This is an optimization exercise on Yosys and OpenROAD, whose aim is a short achievable clock period and few clock cycles, not a production implementation. Only simulation tests tie the RTL to the original design; equivalence was not proved. No activity file was given, so power comes from the tool's default toggle rates.

==> inputs of run Z <==
Design risc_v, start of the top module:
module risc_v #(
    parameter                      DATA_WIDTH     = 32,
    parameter                      OP_WIDTH       = 7,
    parameter                      FUNCT3_WIDTH   = 3,
    parameter                      ADDRESS_WIDTH = 5,
    parameter                      IMM_SRC_WIDTH  = 3,
    parameter                      ALU_CTRL_WIDTH = 4,
    parameter                      RES_SRC_WIDTH = 2,
    parameter                      FORWARD_WIDTH = 2,
    parameter                      MEM_ADDRESS_WIDTH = 17,
    parameter                      BYTE_WIDTH = 8
)(
    input  logic                   CLK, RST,
    input  logic [ADDRESS_WIDTH-1:0]  address_to_view,
    output logic [DATA_WIDTH-1:0]  a0, reg_output,
    output logic [DATA_WIDTH-1:0]  pc_viewer,
    input  logic [DATA_WIDTH-1:0]  instr,
    output logic [MEM_ADDRESS_WIDTH-1:0] dmem_addr,
    output logic [DATA_WIDTH-1:0]  dmem_wdata,
    output logic [3:0]             dmem_we,
    input  logic [DATA_WIDTH-1:0]  dmem_rdata
);
    localparam TGT_BITS = 10;   
    localparam BTB_BITS = 5;    
    localparam TAG_BITS = 2;    
    logic [31:0] PCF;
    logic [1:0]  btbCtr [0:(1<<BTB_BITS)-1];
    logic        btbV   [0:(1<<BTB_BITS)-1];
    logic        btbC   [0:(1<<BTB_BITS)-1];
    logic [TAG_BITS-1:0] btbTag [0:(1<<BTB_BITS)-1];
    logic [TGT_BITS+1:2] btbTgt [0:(1<<BTB_BITS)-1];
    logic        validD, predTD;
    logic [31:0] InstrD, PCD, PCPlus4D;
    logic        regwriteE, isLoadE, isStoreE, isBrE, isJalrE, predTE, k1E, nonSeqE;
    logic [4:0]  rdE;
    logic [2:0]  f3E;
    logic [11:2] pcE;
    logic        fAME, fBME, fSME;
    logic [31:0] RD1E, OpBE, SDataE, ConstE, TgtE, Plus4E, PredE;
    logic        btbChkE;
    logic        rSllE, rSrE, rSltE, rSltuE, rXorE, rOrE, rAndE, rConstE, sraE;
    logic [3:0]  fwdE, rAddE;    
    logic        negBE, rSub01E;
    logic [31:0] OpBNE;
  ...
export LEC_CHECK = 0
export ABC_CLOCK_PERIOD_IN_PS = 2500
export CAP_MARGIN = 20
export CORE_MARGIN = 2
export CORE_UTILIZATION = 40
export SLEW_MARGIN = 20
create_clock -name core_clock -period 10.5 [get_ports {CLK}]
standard.sh (not shown) runs the stock make flow with config.mk's settings and CLKGATE_MAP_FILE= SYNTH_SCRIPT=/design/flow/synth_recipe.tcl, a recipe that flattens the netlist after the stock synthesis.
==> flow/flow/run.sh <==
#!/bin/bash
# The standard layout (the standard.sh, all ORFS steps unchanged) with
# three settings changed:
# - repair may swap a cell for one of another size (the platform restricts
#   it to cells of the same footprint);
# - the port buffers are buf_4 cells.
# make's output goes to standard_flow.log; each ORFS step keeps its own log
# under orfs/logs.
set -euo pipefail
bash standard.sh SETUP_SLACK_MARGIN=7.0 MATCH_CELL_FOOTPRINT=0 \
    "BUFFER_PORTS_ARGS=-buffer_cell sky130_fd_sc_hd__buf_4" finish > standard_flow.log 2>&1
==> inputs of run P, as changes to run Z <==
--- a/flow/design.v
+++ b/flow/design.v
@@ -41,10 +41,11 @@
     logic        rSllE, rSrE, rSltE, rSltuE, rXorE, rOrE, rAndE, rConstE, sraE;
     logic [3:0]  fwdE, rAddE;    
     logic        negBE, rSub01E;
     logic [31:0] OpBNE;
     logic        regwriteM, isLoadM, isBrM, isJalrM, k1M, predTM, eqM, ltM, ltuM;
+    logic        sEqM, sLtM, sLtuM, invM;
     logic [4:0]  rdM;
     logic [2:0]  f3M;
     logic [11:2] pcM;
     logic [3:0]  weM;
     logic [31:0] ResultM, WdataM, RedirPCM, JalrTgtM;
@@ -78,10 +79,17 @@
     assign biF     = PCF[BTB_BITS+1:2];
     assign tagN    = PCF[BTB_BITS+TAG_BITS+1:BTB_BITS+2] + {{(TAG_BITS-1){1'b0}}, &biF};
     assign btbHitN = rV[biF] & (rTag[biF] == tagN);
     assign predN   = btbHitN & (~rC[biF] | rCtr[biF][1]);
     assign btbTgtN = {PCPlus4F[31:TGT_BITS+2], rTgt[biF], 2'b00};
+    logic [BTB_BITS-1:0] biT;
+    logic        btbHitT, predT;
+    logic [31:0] btbTgtT;
+    assign biT     = btbTgtF[BTB_BITS+1:2];
+    assign btbHitT = btbV[biT] & (btbTag[biT] == btbTgtF[BTB_BITS+TAG_BITS+1:BTB_BITS+2]);
+    assign predT   = btbHitT & (~btbC[biT] | btbCtr[biT][1]);
+    assign btbTgtT = {btbTgtF[31:TGT_BITS+2], btbTgt[biT], 2'b00};
     logic [4:0]  op;
     logic [2:0]  f3D;
     logic [4:0]  rs1, rs2, rdD;
     logic        isLUI, isAUIPC, isJAL, isJALR, isBR, isLD, isST, isOPI, isOP;
     logic [31:0] immI, immS, immB, immU, immJ;
@@ -109,11 +117,11 @@
     assign usesRs1  = ~(isLUI | isAUIPC | isJAL);
     assign usesRs2  = isBR | isST | isOP;
     assign writesRd = ~(isBR | isST) & (rdD != 5'd0);
     assign useImm   = ~(isOP | isBR);
     assign isConstD = isLUI | isAUIPC | isJAL | isJALR;
-    logic killE;
+    logic killE, killPossM;
     logic [31:0] RD1D, RD2D, ResultWNext;
     assign RD1D = (rs1 == 5'd0) ? 32'd0 :
                   (regwriteM && rdM == rs1) ? ResultWNext :
                   (regwriteW && rdW == rs1) ? ResultW : regs[rs1];
     assign RD2D = (rs2 == 5'd0) ? 32'd0 :
@@ -125,11 +133,11 @@
     logic [31:0] ConstD;
     assign ConstD = isLUI ? immU : (isAUIPC ? PCD + immU : PCPlus4D);
     logic        jalrFuse, wantTD;
     logic [31:0] tgtJD, tgtBD, tgtRD, TargetD;
     assign jalrFuse = isJALR & ((rs1 == 5'd0) |
-                      (rConstE & regwriteE & ~killE & (rdE == rs1)));
+                      (rConstE & regwriteE & ~killPossM & (rdE == rs1)));
     assign wantTD   = isJAL | jalrFuse | (isBR & (predTD | InstrD[31])) | bneFwdD;
     assign tgtJD    = PCD + immJ;
     assign tgtBD    = PCD + immB;
     assign tgtRD    = ConstE + immI;
     assign TargetD  = isJAL ? tgtJD : isBR ? tgtBD :
@@ -164,11 +172,13 @@
     logic [31:0] sum, sll, sr;
     logic        eq, ltu, lt;
     assign sum = fAME ? s10 : s00;      
     assign eq  = (fwdE[0] & e00) | (fwdE[1] & e10) | (fwdE[2] & e01) | fwdE[3];
     assign ltu = (fwdE[0] & ~c00) | (fwdE[1] & ~c10) | (fwdE[2] & ~c01);
-    assign lt  = (A[31] ^ B[31]) ? A[31] : ltu;
+    assign lt  = (fwdE[0] & ((RD1E[31] ^ OpBE[31])    ? RD1E[31]    : ~c00))
+               | (fwdE[1] & ((ResultM[31] ^ OpBE[31]) ? ResultM[31] : ~c10))
+               | (fwdE[2] & ((RD1E[31] ^ ResultM[31]) ? RD1E[31]    : ~c01));
     assign sll = A << B[4:0];
     assign sr  = (A >> B[4:0]) | ({32{sraE & A[31]}} & ~(32'hFFFFFFFF >> B[4:0]));
     logic [31:0] ExResultE;
     assign ExResultE = ({32{rAddE[0]}} & s00)
                      | ({32{rAddE[1]}} & s10)
@@ -187,14 +197,16 @@
     assign weE = ~isStoreE ? 4'b0000 :
                  (f3E[1:0] == 2'b00) ? 4'b0001 :
                  (f3E[1:0] == 2'b01) ? 4'b0011 : 4'b1111;
     logic redirE;
     assign redirE = btbChkE & (TgtE[31:1] != PredE[31:1]);
-    logic redirM, takenM, mispM;
-    assign takenM = f3M[2] ? ((f3M[1] ? ltuM : ltM) ^ f3M[0]) : (eqM ^ f3M[0]);
-    assign mispM  = isBrM & (takenM ^ predTM);
+    logic redirM, rawM, takenM, mispM;
+    assign rawM   = (sEqM & eqM) | (sLtM & ltM) | (sLtuM & ltuM);
+    assign takenM = rawM ^ f3M[0];
+    assign mispM  = isBrM & (rawM ^ invM);
     assign killE  = mispM & takenM & k1M & ~nonSeqE;
+    assign killPossM = isBrM & k1M & ~predTM & ~nonSeqE;
     assign redirM = (mispM & ~killE) | isJalrM;
     logic [31:0] LoadData;
     always_comb
         case (f3M)
             3'b000:  LoadData = {{24{dmem_rdata[7]}}, dmem_rdata[7:0]};
@@ -205,24 +217,26 @@
         endcase
     assign ResultWNext = isLoadM ? LoadData : ResultM;
     assign dmem_addr  = AddrM;
     assign dmem_wdata = WdataM;
     assign dmem_we    = weM;
-    logic redirD, bubbleE, squashM;
-    assign redirD  = redirRawD & ~loadUse & ~redirE & ~redirM;
+    logic redirD0, redirD, bubbleE, squashM;
+    assign redirD0 = redirRawD & ~loadUse & ~redirE;
+    assign redirD  = redirD0 & ~redirM;
     assign bubbleE = redirM | redirE | loadUse | ~validD;
     assign squashM = redirM | killE;
-    logic        overF, holdF;
-    logic [31:0] guessF, overPCF;
-    assign guessF  = predTF ? btbTgtF : PCPlus4F;
-    assign overF   = redirM | redirE | loadUse | redirD;
-    assign holdF   = loadUse & ~redirM & ~redirE;
-    assign overPCF = redirM  ? (isJalrM ? JalrTgtM : RedirPCM) :
-                     redirE  ? TgtE :
-                     loadUse ? PCF :
-                     wantTD  ? TargetD : PCPlus4D;
-    assign PCNextF = overF ? overPCF : guessF;
+    logic        overF0, overF, holdF;
+    logic [31:0] guessF, overPCF0, restPCF;
+    assign guessF   = predTF ? btbTgtF : PCPlus4F;
+    assign overF0   = redirE | loadUse | redirD0;
+    assign overF    = redirM | overF0;
+    assign holdF    = loadUse & ~redirM & ~redirE;
+    assign overPCF0 = redirE  ? TgtE :
+                      loadUse ? PCF :
+                      wantTD  ? TargetD : PCPlus4D;
+    assign restPCF  = overF0 ? overPCF0 : guessF;
+    assign PCNextF  = redirM ? (isJalrM ? JalrTgtM : RedirPCM) : restPCF;
     logic                btbWr, btbWrV, btbWrC, btbWrQ, btbWrVQ, btbWrCQ;
     logic [BTB_BITS-1:0] btbWrI, btbWrIQ;
     logic [TAG_BITS-1:0] btbWrTag, btbWrTagQ;
     logic [TGT_BITS+1:2] btbWrTgt, btbWrTgtQ;
     always_comb begin
@@ -243,13 +257,13 @@
         end
     end
     always_ff @(posedge CLK) begin
         if (RST) PCF <= 32'd0;
         else     PCF <= PCNextF;
-        if (RST | (overF & ~holdF) | (~overF & predTF)) predTF <= 1'b0;
-        else if (!overF)                                 predTF <= predN;
-        if (!overF) btbTgtF <= btbTgtN;
+        if (RST | (overF & ~holdF)) predTF <= 1'b0;
+        else if (!overF)            predTF <= predTF ? predT : predN;
+        if (!overF) btbTgtF <= predTF ? btbTgtT : btbTgtN;
         for (int i = 0; i < (1<<BTB_BITS); i++) begin
             if (RST)
                 btbV[i] <= 1'b0;
             else if (btbWrQ && btbWrIQ == i[BTB_BITS-1:0])
                 btbV[i] <= btbWrVQ;
@@ -340,10 +354,14 @@
         end
         eqM      <= eq;
         ltM      <= lt;
         ltuM     <= ltu;
         predTM   <= predTE;
+        sEqM     <= ~f3E[2];
+        sLtM     <= f3E[2] & ~f3E[1];
+        sLtuM    <= f3E[2] & f3E[1];
+        invM     <= f3E[0] ^ predTE;
         k1M      <= k1E;
         pcM      <= pcE;
         isLoadM  <= isLoadE;
         rdM      <= rdE;
         f3M      <= f3E;
--- a/flow/flow/run.sh
+++ b/flow/flow/run.sh
@@ -5,7 +5,7 @@
 #   it to cells of the same footprint);
 # - the port buffers are buf_4 cells.
 # make's output goes to standard_flow.log; each ORFS step keeps its own log
 # under orfs/logs.
 set -euo pipefail
-bash standard.sh SETUP_SLACK_MARGIN=7.0 MATCH_CELL_FOOTPRINT=0 \
+bash standard.sh SETUP_SLACK_MARGIN=7.5 MATCH_CELL_FOOTPRINT=0 \
     "BUFFER_PORTS_ARGS=-buffer_cell sky130_fd_sc_hd__buf_4" finish > standard_flow.log 2>&1
CORE_UTILIZATION = 55   (was 40)
==> summary.txt <==
| quantity | run Z | run P |
|---|---|---|
| Outcome | complete, no violations | complete, no violations |
| Smallest setup slack after layout | 6.799 ns | 6.712 ns |
| Routability cong. | 0.9981 | 1.047 |
| Fraction of area in multi-input gates | 40.63% | 42.20% |
| Num rows | 199 | 172 |
| Sequential cell area share | 43.79% | 40.79% |
| Synthesized Nets | 9617 | 10150 |
| Met2 routing resource usage after global routing | 47.68% | 66.94% |
| Avg Cell Area, Syn | 12.76 um^2 | 12.38 um^2 |
| Power dissipated in the clock network | 9.11 mW | 8.76 mW |
| Register area | 61090 um^2 | 61260 um^2 |
| Placeable core area | 293800 um^2 | 219300 um^2 |
| Non-Clock Buffer Count | 747 | 1174 |
| Beginning of the worst register-to-register path | f3M[1]$_DFF_P_ | RD1E[8]$_SDFF_PP0_ |
| Hold_sp | pcE[1]$_DFF_P_ | pcE[4]$_DFF_P_ |
| Clock buffers created by TritonCTS | 245 | 231 |
| Routed WL | 485100 um | 554900 um |
| Routed wl met2 | 215400 um | 226600 um |
| Portion of total power attributed to the clock network | 37.1% | 33.1% |
| Global-route usage over all layers | 31.22% | 47.82% |
| DR WL met3 | 50240 um | 85020 um |
| Area share of fa/ha/maj cells after synthesis | 3.168% | 3.088% |
| Number of flip-flops and latches in the synthesized netlist | 2259 | 2263 |
Testbench counts of run Z, summed over its fixed seeds: cycles 47,728.
Testbench counts of run P, summed over its fixed seeds: cycles 47,423.

re-timing with driven ports:
Ports are ideal in the flow. The routed layouts listed here were re-timed in OpenROAD.
Step 1: set_driving_cell puts a clkbuf_16 on CLK and a buf_2 on each other input, an assumption about the parent block.
Step 2 adds t to the input delays and takes it off the output delays; t is the mean of the earliest and latest rising clock arrival at the registers after step 1. Input paths then give back, and output paths get back, about the clock's delay inside the block.
Three values: ideal ports, drivers, drivers and shift; two values: the first two.
| run | t, ns | slack for setup (ns) | worst hold slack (ns) | slew at the worst register clock pin (ns) | worst data-port slew with drivers (ns) |
|---|---|---|---|---|---|
| run Z | 1.026 | 6.799 / 6.799 / 5.933 | 0.329 / 0.329 / 0.329 | 0.07 / 0.07 | 0.26 |
| run P | 1.008 | 6.712 / 6.712 / 6.515 | 0.329 / 0.329 / 0.329 | 0.07 / 0.07 | 0.21 |
After both steps every run listed still meets setup and hold. The setup slack of run Z, which loses most, moves by 0.000 ns with the drivers and by -0.866 ns with both steps.
